Source: an optimization exercise on an open RTL-to-GDS flow (aim: small area and a short achievable clock period). Production flows keep margins and buffers that such runs may drop. The clock port is modelled as an ideal driver; clocking choices that lean on that would not hold on a real chip. Power and IR drop assume default switching activity.

job 101:
==> flow/design.v <==
module mips_ex (
    input wire clk,
    input wire rst_n,
    input wire [32-1:0] id2ex_rs,
    input wire [32-1:0] id2ex_rt,
    input wire [32-1:0] id2ex_imm,
    input wire [32-1:0] id2ex_pc_incr,
    input wire [0+2-1+1+1-1+1+1-1+1+1-1+1+1-1+1+1-1+1+1-1+1+1-1+1+1-1+1+1-1+1+1-1+1+1-1+1+1-1+1+1-1+1+1-1+1+1-1+1+1-1+1-1:0] id2ex_dec_info,
    input wire [5-1:0] id2ex_rd_idx,
    input wire id2ex_rd_wen,
    output wire ex2mem_mem_read,
    output wire ex2mem_mem_write,
    output wire [32-1:0] ex2mem_mem_addr,
    output wire [32-1:0] ex2mem_mem_wdat,
    output wire [5-1:0] ex2mem_rd_idx,
    output wire [ 32-1:0] ex2mem_rd_wdat,
    output wire ex2mem_rd_wen
);
wire [17:0] di = id2ex_dec_info;
wire alu = di[1:0] == 2'd0;
wire agu = di[1:0] == 2'd1;
wire bjp = di[1:0] == 2'd2;
wire op_add  = di[2] | di[3] | di[4] | di[5];
wire op_sub  = di[4] | di[5] | di[13] | di[14];
wire op_and  = di[6];
wire op_or   = di[7];
wire op_xor  = di[8];
wire op_nor  = di[9];
wire op_sll  = di[10];
wire op_srl  = di[11];
wire op_sra  = di[12];
wire op_slt  = di[13];
wire op_sltu = di[14];
wire op_lui  = di[15];
wire op_any  = |di[15:2];
wire [31:0] a = (alu & di[17]) ? id2ex_pc_incr : id2ex_rs;
wire [31:0] b = (agu | alu & di[16]) ? id2ex_imm : id2ex_rt;
wire        sub = alu & op_sub;
wire [31:0] bb  = b ^ {32{sub}};
wire [31:0] p   = a ^ bb;
wire [31:0] g   = a & bb;
genvar i, l;
wire [32*6-1:0] gk;
wire [32*6-1:0] pk;
assign gk[31:0] = {g[31:1], g[0] | p[0] & sub};
assign pk[31:0] = p;
generate
    for (l = 0; l < 5; l = l + 1) begin : g_lvl
        for (i = 0; i < 32; i = i + 1) begin : g_bit
            if ((i >> l) & 1) begin : g_op
                localparam integer J = ((i >> l) << l) - 1;                assign gk[32*(l+1)+i] = gk[32*l+i] | pk[32*l+i] & gk[32*l+J];
                assign pk[32*(l+1)+i] = pk[32*l+i] & pk[32*l+J];
            end else begin : g_pass
                assign gk[32*(l+1)+i] = gk[32*l+i];
                assign pk[32*(l+1)+i] = pk[32*l+i];
            end
        end
    end
endgenerate
wire [32:0] c    = {gk[32*5+31:32*5], sub};
wire [31:0] sum  = p ^ c[31:0];
wire        cout = c[32];
wire lt = cout ^ (op_slt ? p[31] : 1'b1);
wire [4:0]  sh   = b[4:0];
wire        fill = op_sra & a[31];
wire [31:0] sr   = $signed({fill, a}) >>> sh;
wire [31:0] sl   = a << sh;
wire [31:0] r_and = g;
wire [31:0] r_or  = p | g;
wire [31:0] r_xor = p;
wire [31:0] r_nor = ~(p | g);
wire sel_sum = ~alu | op_add;
wire sel_and = alu & op_and;
wire sel_or  = alu & op_or;
wire sel_xor = alu & op_xor;
wire sel_nor = alu & op_nor;
wire sel_sl  = alu & op_sll;
wire sel_sr  = alu & (op_srl | op_sra);
wire sel_lt  = alu & (op_slt | op_sltu);
wire sel_lui = alu & op_lui;
wire [31:0] res =
    {32{sel_sum}} & sum |
    {32{sel_and}} & r_and |
    {32{sel_or }} & r_or |
    {32{sel_xor}} & r_xor |
    {32{sel_nor}} & r_nor |
    {32{sel_sl }} & sl |
    {32{sel_sr }} & sr |
    {32{sel_lui}} & b |
    {31'd0, sel_lt & lt};
wire addr_v = agu & (di[2] | di[3]);
wire rd_v   = alu & id2ex_rd_wen & op_any | bjp & (di[5] | di[6]);
reg [31:0] res_q;
reg [31:0] rt_q;
reg        addr_v_q, wdat_v_q, rd_v_q;
reg        mem_read_q, mem_write_q, rd_wen_q;
reg [4:0]  rd_idx_q;
always @(posedge clk) begin
    res_q <= res;
    rt_q  <= id2ex_rt;
end
always @(posedge clk) begin
    if (~rst_n) begin
        addr_v_q    <= 1'b0;
        wdat_v_q    <= 1'b0;
        rd_v_q      <= 1'b0;
        mem_read_q  <= 1'b0;
        mem_write_q <= 1'b0;
        rd_wen_q    <= 1'b0;
        rd_idx_q    <= 5'd0;
    end else begin
        addr_v_q    <= addr_v;
        wdat_v_q    <= agu;
        rd_v_q      <= rd_v;
        mem_read_q  <= agu & di[2];
        mem_write_q <= agu & di[3];
        rd_wen_q    <= id2ex_rd_wen;
        rd_idx_q    <= id2ex_rd_idx;
    end
end
assign ex2mem_mem_read  = mem_read_q;
assign ex2mem_mem_write = mem_write_q;
assign ex2mem_mem_addr  = res_q & {32{addr_v_q}};
assign ex2mem_mem_wdat  = rt_q & {32{wdat_v_q}};
assign ex2mem_rd_idx    = rd_idx_q;
assign ex2mem_rd_wdat   = res_q & {32{rd_v_q}};
assign ex2mem_rd_wen    = rd_wen_q;
endmodule  
export LEC_CHECK = 0
export CAP_MARGIN = 20
export CORE_MARGIN = 5
export CORE_UTILIZATION = 40
export SETUP_SLACK_MARGIN = 3.0
export SLEW_MARGIN = 20
create_clock -name core_clock -period 7.0 [get_ports {clk}]
standard.sh (not shown) runs the stock make flow with config.mk's settings and CLKGATE_MAP_FILE= SYNTH_SCRIPT=/design/flow/synth_recipe.tcl, a recipe that flattens the netlist after the stock synthesis.
==> flow/flow/run.sh <==
#!/bin/bash
# Own layout flow. It is the standard flow (standard.sh) with two changes:
#  1. After the standard synthesis, the combinational logic is mapped again
#     with ABC using flow/remap.abc. The flip-flops are kept as they are
#     (same instances, names and cells). The new netlist is proved equivalent
#     to the standard one before it is used.
#  2. The input and output ports are buffered with sky130_fd_sc_hd__buf_1
#     instead of the delay buffer that buffer_ports picks by default.
# Each tool's output goes to a log of its own in the work folder.
set -euo pipefail
W=$(pwd)
F=$W/flow
export BUFFER_PORTS_ARGS="-buffer_cell sky130_fd_sc_hd__buf_1"

bash standard.sh synth > 1_synth_standard.log 2>&1

R=$W/orfs/results/$FLOW_PLATFORM/mips_ex/base
L=$W/orfs/logs/$FLOW_PLATFORM/mips_ex/base
LIB=$(ls $FLOW_HOME/platforms/$FLOW_PLATFORM/lib/sky130_fd_sc_hd__tt_025C_1v80.lib)
YOSYS=$(command -v yosys || echo $FLOW_HOME/../tools/install/yosys/bin/yosys)
DU=$(grep -o -- "-dont_use [A-Za-z0-9_]*" $L/1_2_yosys.log | sort -u | tr '\n' ' ')
cp $R/1_2_yosys.v $W/standard_netlist.v

remap_ok=1
$YOSYS -p "
read_liberty -ignore_miss_func $LIB;
read_verilog $W/standard_netlist.v;
hierarchy -top $FLOW_TOP;
blackbox sky130_fd_sc_hd__df* sky130_fd_sc_hd__edf* sky130_fd_sc_hd__sdf* sky130_fd_sc_hd__sedf* sky130_fd_sc_hd__dl*;
flatten;
opt_clean;
abc -liberty $LIB $DU -script $F/remap.abc;
setundef -zero;
splitnets;
opt_clean -purge;
hilomap -singleton -hicell sky130_fd_sc_hd__conb_1 HI -locell sky130_fd_sc_hd__conb_1 LO;
insbuf -buf sky130_fd_sc_hd__buf_4 A X;
stat -liberty $LIB;
write_verilog -noattr -nohex -nodec $W/remapped_netlist.v
" > 1_remap_yosys.log 2>&1 || remap_ok=0

# Prove the remapped netlist equivalent to the standard one (registers
# matched by instance name).
remap_ok=1
$YOSYS -p "
read_liberty -ignore_miss_func $LIB;
read_verilog $W/standard_netlist.v; rename $FLOW_TOP gold;
read_verilog $W/remapped_netlist.v; rename $FLOW_TOP gate;
flatten gold gate; opt_clean;
rename -hide gold/w:_* gate/w:_*;
equiv_make gold gate equiv;
hierarchy -top equiv;
equiv_simple -undef; equiv_induct -undef; equiv_status -assert
" > 1_remap_equiv.log 2>&1 || remap_ok=0

if [[ $remap_ok == 1 ]]; then
  cp $W/remapped_netlist.v $R/1_2_yosys.v
  rm -f $R/1_synth.odb
  bash standard.sh synth > 1_synth_odb.log 2>&1
fi
bash standard.sh floorplan > 2_floorplan.log 2>&1
bash standard.sh place > 3_place.log 2>&1
bash standard.sh cts > 4_cts.log 2>&1
bash standard.sh route > 5_route.log 2>&1
bash standard.sh finish > 6_finish.log 2>&1
Other scripts of this flow, unchanged in this note and not shown: flow/flow/remap.abc
Job 101 has completed all stages; timing, DRC and antenna checks passed.
#### Input delta (job 102 over job 101)
- a change of SETUP_SLACK_MARGIN from 3.0 to 2.5
--- outcome ---
Changes observed in job 102 relative to job 101: sequential power did not really move, final layout net count moved down, via count down about 3.5%, placement-stage worst setup slack has decreased, first-pass iteration count of the detailed router increased by 1 relative to the old numbers.
Compared with job 101, job 102 shows a combinational cell fraction of total power that is 3.1 points lower.
Of the two values seen for source of the critical timing path, id2ex_dec_info[1] was produced by job 101 and id2ex_dec_info[0] by job 102.
Job 101 completed every stage of the flow, and the final layout passed the timing, DRC and antenna checks.
In summary, job 102 completed successfully, with a layout that passed the timing, DRC and antenna checks.
In job 102 the total power of the final layout turned out about 6% lower than in job 101.
No functional check of the RTL was part of any run of this note.

==> re-timing with driven ports <==
No port has a modelled driver above. Below, the same layouts with a new extraction and two added sets of constraints.
Step 1 (the two cells are an assumption about what drives the block):
set clk [get_ports {clk}]
set_driving_cell -lib_cell sky130_fd_sc_hd__clkbuf_16 $clk
set_driving_cell -lib_cell sky130_fd_sc_hd__buf_2 [delete_from_list [all_inputs] $clk]
Step 2, shift: input delay + t, output delay - t, t = (earliest + latest rising clock arrival at the registers) / 2. This alone moves slack from input paths to output paths.
Three values: no drivers, after step 1, after step 2; two values: the first two.
| run | shift t [ns] | setup slack, ns | worst hold slack (ns) |
|---|---|---|---|
| job 101 | 0.389 | 2.519 / 2.493 / 2.104 | 1.156 / 1.143 / 1.532 |
| job 102 | 0.405 | 2.294 / 2.292 / 1.887 | 1.154 / 1.140 / 1.545 |
After both steps every run listed still meets setup and hold. For job 101, which loses most, drivers alone change the setup slack by -0.026 ns; drivers and shift together by -0.415 ns.
